What follows belongs to an exercise in optimizing a design on an open flow for small area, a short achievable clock period and few clock cycles per item; a production flow would make more cautious choices. In this exercise RTL edits were held to simulation tests only and were not proved equivalent to the original.

## run 1
==> flow/design.v <==
module rvdff #( parameter WIDTH=1, SHORT=0 )
   (
     input logic [WIDTH-1:0] din,
     input logic           clk,
     input logic                   rst_l,
     output logic [WIDTH-1:0] dout
     );
if (SHORT == 1) begin
   assign dout = din;
end
else begin
   always_ff @(posedge clk or negedge rst_l) begin
      if (rst_l == 0)
        dout[WIDTH-1:0] <= 0;
      else
        dout[WIDTH-1:0] <= din[WIDTH-1:0];
   end
end
endmodule
module rvdffs #( parameter WIDTH=1, SHORT=0 )
   (
     input logic [WIDTH-1:0] din,
     input logic             en,
     input logic           clk,
     input logic                   rst_l,
     output logic [WIDTH-1:0] dout
     );
if (SHORT == 1) begin : genblock
   assign dout = din;
end
else begin : genblock
   rvdff #(WIDTH) dffs (.din((en) ? din[WIDTH-1:0] : dout[WIDTH-1:0]), .*);
end
endmodule
module rvdffe #( parameter WIDTH=1, SHORT=0, OVERRIDE=0 )
   (
     input  logic [WIDTH-1:0] din,
     input  logic           en,
     input  logic           clk,
     input  logic           rst_l,
     input  logic             scan_mode,
     output logic [WIDTH-1:0] dout
     );
if (SHORT == 1) begin : genblock
   if (1) begin : genblock
      assign dout = din;
   end
end
else begin : genblock
   if (1) begin: genblock
      rvdffs #(WIDTH) dff ( .* );
   end
end  
endmodule  
module rvtwoscomp #( parameter WIDTH=32 )
   (
     input logic [WIDTH-1:0] din,
     output logic [WIDTH-1:0] dout
     );
   logic [WIDTH-1:1]          dout_temp;    
   genvar                     i;
   for ( i = 1; i < WIDTH; i++ )  begin : flip_after_first_one
      assign dout_temp[i] = (|din[i-1:0]) ? ~din[i] : din[i];
   end : flip_after_first_one
   assign dout[WIDTH-1:0]  = { dout_temp[WIDTH-1:1], din[0] };
endmodule   
module el2_exu_div_ctl
  (
   input logic           clk,                        
   input logic           rst_l,                      
   input logic           valid,                      
   input logic           unsign,                     
   input logic           rem,                        
   input logic  [31:0]   dividend,                   
   input logic  [31:0]   divisor,                    
   input logic           cancel,                     
   output logic          finish_dly,                 
   output logic [31:0]   out                         
  );
   function automatic logic [5:0] clz32(input logic [31:0] x);
      logic [31:0]      v;
      logic [31:0][4:0] c;
      integer l, i, n;
      v = x;
      c = '0;
      n = 32;
      for (l = 0; l < 5; l = l + 1) begin
         for (i = 0; i < 16; i = i + 1)
            if (i < n / 2) begin
               c[i] = v[2*i+1] ? c[2*i+1] : (c[2*i] | (5'd1 << l));
               v[i] = v[2*i+1] | v[2*i];
            end
         n = n / 2;
      end
      clz32 = v[0] ? {1'b0, c[0]} : 6'd32;
   endfunction
   function automatic logic [31:0] cneg32(input logic [31:0] x, input logic n);
      logic [31:0] o;
      integer d, i;
      o = x;
      for (d = 1; d < 32; d = d * 2)
         for (i = 0; i < 32; i = i + 1)
            if ((i / d) % 2 == 1)
               o[i] = o[i] | o[(i / d) * d - 1];
      cneg32 = x ^ ({o[30:0], 1'b0} & {32{n}});
   endfunction
   function automatic logic [32:0] add32(input logic [31:0] a, input logic [31:0] b, input logic ci);
      logic [31:0] g, p, gg, pp;
      logic [32:0] c;
      integer d, i;
      g  = a & b;
      p  = a ^ b;
      gg = g;
      pp = p;
      gg[0] = g[0] | (p[0] & ci);
      for (d = 1; d < 32; d = d * 2)
         for (i = 2 * d - 1; i < 32; i = i + 2 * d) begin
            gg[i] = gg[i] | (pp[i] & gg[i - d]);
            pp[i] = pp[i] & pp[i - d];
         end
      for (d = 8; d >= 1; d = d / 2)
         for (i = 3 * d - 1; i < 32; i = i + 2 * d) begin
            gg[i] = gg[i] | (pp[i] & gg[i - d]);
            pp[i] = pp[i] & pp[i - d];
         end
      c = {gg, ci};
      add32 = {c[32], p ^ c[31:0]};
   endfunction
   logic        a_neg, b_neg, a_top, b_top;
   logic [31:0] wa, wb;
   logic [5:0]  za, zb;
   logic [6:0]  t;
   logic        dz, quick;
   logic [32:0] e_init;
   logic        busy_ff, fin_ff;
   logic [3:0]  cnt_ff;
   logic [1:0]  crs_ff;
   logic        rem_ff, neg_ff, bneg_ff;
   logic [31:0] r_ff, q_ff;
   logic [32:0] e_ff;                                    
   logic [32:0] e_cur;
   logic [32:0] s1, s2;
   logic        ge1, ge2;
   logic [31:0] r1, r2;
   assign a_neg  = ~unsign & dividend[31];
   assign b_neg  = ~unsign & divisor[31];
   assign a_top  =  unsign & dividend[31];
   assign b_top  =  unsign & divisor[31];
   assign wa     = {a_top, {31{~a_top}} & (dividend[31:1] ^ dividend[30:0])};
   assign wb     = {b_top, {30{~b_top}} & (divisor[31:2] ^ divisor[30:1]), 1'b1};
   assign za     = clz32(wa);                            
   assign zb     = clz32(wb);                            
   assign t      = {1'b0, zb} - {1'b0, za} + {6'b0, a_neg};    
   assign dz     = (divisor == 32'b0);
   assign quick  = dz | t[6];
   logic [33:0] b_x;
   assign b_x    = {{2{b_neg}}, divisor} ^ {34{~b_neg}};
   always_comb begin
      case (t[2:1])
         2'd0: e_init = b_x[32:0];
         2'd1: e_init = {b_x[30:0], {2{~b_neg}}};
         2'd2: e_init = {b_x[28:0], {4{~b_neg}}};
         default: e_init = {b_x[26:0], {6{~b_neg}}};
      endcase
   end
   always_comb begin
      case (crs_ff)
         2'd0: e_cur = e_ff;
         2'd1: e_cur = {e_ff[24:0], {8{~bneg_ff}}};
         2'd2: e_cur = {e_ff[16:0], {16{~bneg_ff}}};
         default: e_cur = {e_ff[8:0], {24{~bneg_ff}}};
      endcase
   end
   assign s1     = add32(r_ff, {e_cur[30:0], ~bneg_ff}, ~bneg_ff);
   assign ge1    = e_cur[32] & e_cur[31] & s1[32];
   assign r1     = ge1 ? s1[31:0] : r_ff;
   assign s2     = add32(r1, e_cur[31:0], ~bneg_ff);
   assign ge2    = e_cur[32] & s2[32];
   assign r2     = ge2 ? s2[31:0] : r1;
   always_ff @(posedge clk or negedge rst_l) begin
      if (!rst_l) begin
         busy_ff <= 1'b0;
         fin_ff  <= 1'b0;
      end
      else begin
         busy_ff <= ~cancel & (valid ? ~quick : (busy_ff & (cnt_ff != 4'd0)));
         fin_ff  <= ~cancel & (valid ? quick  : (busy_ff & (cnt_ff == 4'd0)));
      end
   end
   always_ff @(posedge clk) begin
      if (valid) begin
         cnt_ff  <= t[4:1];
         crs_ff  <= t[4:3];
         rem_ff  <= rem;
         neg_ff  <= rem ? a_neg : (~unsign & (dividend[31] ^ divisor[31]) & ~dz);
         bneg_ff <= b_neg;
         r_ff    <= cneg32(dividend, a_neg);
         q_ff    <= {32{dz}};
         e_ff    <= e_init;
      end
      else begin
         cnt_ff  <= cnt_ff - 4'd1;
         crs_ff  <= 2'd0;
         r_ff    <= r2;
         q_ff    <= {q_ff[29:0], ge1, ge2};
         e_ff    <= {2'b11, e_cur[32:2]};
      end
   end
   assign finish_dly = fin_ff & ~cancel;
   assign out        = {32{finish_dly}} & cneg32(rem_ff ? r_ff : q_ff, neg_ff);
endmodule  
Settings: LEC_CHECK=0, ABC_AREA=1, CAP_MARGIN=20, CORE_MARGIN=2, CORE_UTILIZATION=30, PLACE_DENSITY=0.5, SLEW_MARGIN=20, SETUP_SLACK_MARGIN=8.0, BUFFER_PORTS_ARGS=-buffer_cell sky130_fd_sc_hd__buf_2; clock period 15.0 ns.
standard.sh (not shown) runs the stock make flow with config.mk's settings and CLKGATE_MAP_FILE= SYNTH_SCRIPT=/design/flow/synth_recipe.tcl, a recipe that flattens the netlist after the stock synthesis.
==> flow/flow/run.sh <==
#!/bin/bash
set -e
echo "export SETUP_SLACK_MARGIN = 8.0" >> config.mk
echo "export BUFFER_PORTS_ARGS = -buffer_cell sky130_fd_sc_hd__buf_2" >> config.mk
cp config.mk config_used.log
bash standard.sh > standard.log 2>&1
Testbench counts of run 1, summed over its fixed seeds: cycles 16,481, items 3,200.
--- input diff run 1..run 2 ---
==> flow/design.v, changed modules only <==
module el2_exu_div_ctl
  (
   input logic           clk,                        
   input logic           rst_l,                      
   input logic           valid,                      
   input logic           unsign,                     
   input logic           rem,                        
   input logic  [31:0]   dividend,                   
   input logic  [31:0]   divisor,                    
   input logic           cancel,                     
   output logic          finish_dly,                 
   output logic [31:0]   out                         
  );
   function automatic logic [5:0] lzc32(input logic [31:0] x);
      logic [31:0]      v;
      logic [31:0][4:0] c;
      integer l, i, n;
      v = x;
      c = '0;
      n = 32;
      for (l = 0; l < 5; l = l + 1) begin
         for (i = 0; i < 16; i = i + 1)
            if (i < n / 2) begin
               c[i] = v[2*i+1] ? c[2*i+1] : (c[2*i] | (5'd1 << l));
               v[i] = v[2*i+1] | v[2*i];
            end
         n = n / 2;
      end
      lzc32 = {v[0], c[0]};
   endfunction
   function automatic logic [31:0] cneg32(input logic [31:0] x, input logic n);
      logic [31:0] o;
      integer d, i;
      o = x;
      for (d = 1; d < 32; d = d * 2)
         for (i = 0; i < 32; i = i + 1)
            if ((i / d) % 2 == 1)
               o[i] = o[i] | o[(i / d) * d - 1];
      cneg32 = x ^ ({o[30:0], 1'b0} & {32{n}});
   endfunction
   function automatic logic [32:0] add32(input logic [31:0] a, input logic [31:0] b, input logic ci);
      logic [31:0] g, p, gg, pp;
      logic [32:0] c;
      integer d, i;
      g  = a & b;
      p  = a ^ b;
      gg = g;
      pp = p;
      gg[0] = g[0] | (p[0] & ci);
      for (d = 1; d < 32; d = d * 2)
         for (i = 2 * d - 1; i < 32; i = i + 2 * d) begin
            gg[i] = gg[i] | (pp[i] & gg[i - d]);
            pp[i] = pp[i] & pp[i - d];
         end
      for (d = 8; d >= 1; d = d / 2)
         for (i = 3 * d - 1; i < 32; i = i + 2 * d) begin
            gg[i] = gg[i] | (pp[i] & gg[i - d]);
            pp[i] = pp[i] & pp[i - d];
         end
      c = {gg, ci};
      add32 = {c[32], p ^ c[31:0]};
   endfunction
   logic        a_neg, b_neg, a_top;
   logic [31:0] wa;
   logic [5:0]  za, zb, la, lb;
   logic [6:0]  t;
   logic        dz, quick;
   logic [32:0] e_init;
   logic        busy_ff, fin_ff;
   logic [3:0]  cnt_ff;
   logic [1:0]  crs_ff;
   logic        rem_ff, neg_ff, bneg_ff;
   logic [31:0] r_ff, q_ff;
   logic [32:0] e_ff;                                    
   logic [32:0] e_cur;
   logic [32:0] s1, s2;
   logic        ge1, ge2;
   logic [31:0] r1, r2;
   assign a_neg  = ~unsign & dividend[31];
   assign b_neg  = ~unsign & divisor[31];
   assign a_top  =  unsign & dividend[31];
   logic [33:0] b_x;
   assign b_x    = {{2{b_neg}}, divisor} ^ {34{~b_neg}};
   assign wa     = {a_top, dividend[31:1] ^ dividend[30:0]};
   assign la     = lzc32(wa);
   assign za     = la[5] ? {1'b0, la[4:0]} : 6'd32;                            
   assign lb     = lzc32(~b_x[31:0]);
   assign zb     = {1'b0, lb[4:0]};                      
   assign t      = {1'b0, zb} - {1'b0, za} + {6'b0, a_neg};    
   assign dz     = ~lb[5] & ~b_neg;
   assign quick  = dz | t[6];
   always_comb begin
      case (t[2:1])
         2'd0: e_init = b_x[32:0];
         2'd1: e_init = {b_x[30:0], {2{~b_neg}}};
         2'd2: e_init = {b_x[28:0], {4{~b_neg}}};
         default: e_init = {b_x[26:0], {6{~b_neg}}};
      endcase
   end
   always_comb begin
      case (crs_ff)
         2'd0: e_cur = e_ff;
         2'd1: e_cur = {e_ff[24:0], {8{~bneg_ff}}};
         2'd2: e_cur = {e_ff[16:0], {16{~bneg_ff}}};
         default: e_cur = {e_ff[8:0], {24{~bneg_ff}}};
      endcase
   end
   assign s1     = add32(r_ff, {e_cur[30:0], ~bneg_ff}, ~bneg_ff);
   assign ge1    = e_cur[32] & e_cur[31] & s1[32];
   assign r1     = ge1 ? s1[31:0] : r_ff;
   assign s2     = add32(r1, e_cur[31:0], ~bneg_ff);
   assign ge2    = e_cur[32] & s2[32];
   assign r2     = ge2 ? s2[31:0] : r1;
   always_ff @(posedge clk or negedge rst_l) begin
      if (!rst_l) begin
         busy_ff <= 1'b0;
         fin_ff  <= 1'b0;
      end
      else begin
         busy_ff <= ~cancel & (valid ? ~quick : (busy_ff & (cnt_ff != 4'd0)));
         fin_ff  <= ~cancel & (valid ? quick  : (busy_ff & (cnt_ff == 4'd0)));
      end
   end
   always_ff @(posedge clk) begin
      if (valid) begin
         cnt_ff  <= t[4:1];
         crs_ff  <= t[4:3];
         rem_ff  <= rem;
         neg_ff  <= rem ? a_neg : (dz | (~unsign & (dividend[31] ^ divisor[31])));
         bneg_ff <= b_neg;
         r_ff    <= cneg32(dividend, a_neg);
         q_ff    <= {31'b0, dz};                      
         e_ff    <= e_init;
      end
      else begin
         cnt_ff  <= cnt_ff - 4'd1;
         crs_ff  <= 2'd0;
         r_ff    <= r2;
         q_ff    <= {q_ff[29:0], ge1, ge2};
         e_ff    <= {2'b11, e_cur[32:2]};
      end
   end
   assign finish_dly = fin_ff & ~cancel;
   assign out        = {32{finish_dly}} & cneg32(rem_ff ? r_ff : q_ff, neg_ff);
endmodule  
- Per the comparison of run 2 with run 1, register area shows no meaningful change, effective utilization at floorplan shows no meaningful change, post-route met1 wirelength shows a reduction of about 5%, wire length of the first global-routing pass shows a reduction of about 3.4%, non-clock buffer count shows an increase of about 5.4%.
- Routed wirelength normalized by instance count: run 2 vs run 1 up 3.8%
- Run 2: ratio of final minimum period to clock period 0.29 points below run 1
- Vias: run 2 below run 1
- Against run 1, run 2 reports a utilization that is higher.
- Summary of run 2 over run 1: maximum resistive drop on vdd dropped 7.4%; register-to-register slack picked up an extra 0.10 ns; final number of hold-violating endpoints saw little to no change.
Testbench counts of run 2, summed over its fixed seeds: cycles 16,481, items 3,200.

-- re-timing with driven ports --
In the flow no input, the clock included, has a driving cell. The finished layouts below were timed again as built, in two steps.
Step 1 assumes that a clkbuf_16 drives the clock port and a buf_2 every other input.
Step 2, shift: input delay + t, output delay - t, t = (earliest + latest rising clock arrival at the registers) / 2. This alone moves slack from input paths to output paths.
a / b / c = no drivers / after step 1 / after step 2; a / b = the first two.
run | t (ns) | setup WS [ns] | worst hold slack (ns) | worst setup path at the end | worst data-port slew with drivers (ns)
run 1 | 0.415 | 8.051 / 8.006 / 7.974 | 0.444 / 0.444 / 0.444 | input to register | 0.05
run 2 | 0.417 | 8.094 / 8.076 / 7.847 | 0.413 / 0.413 / 0.413 | input to register | 0.04
After both steps setup and hold are still met in every run listed. For run 2, which loses most, drivers alone change the setup slack by -0.018 ns; drivers and shift together by -0.247 ns.
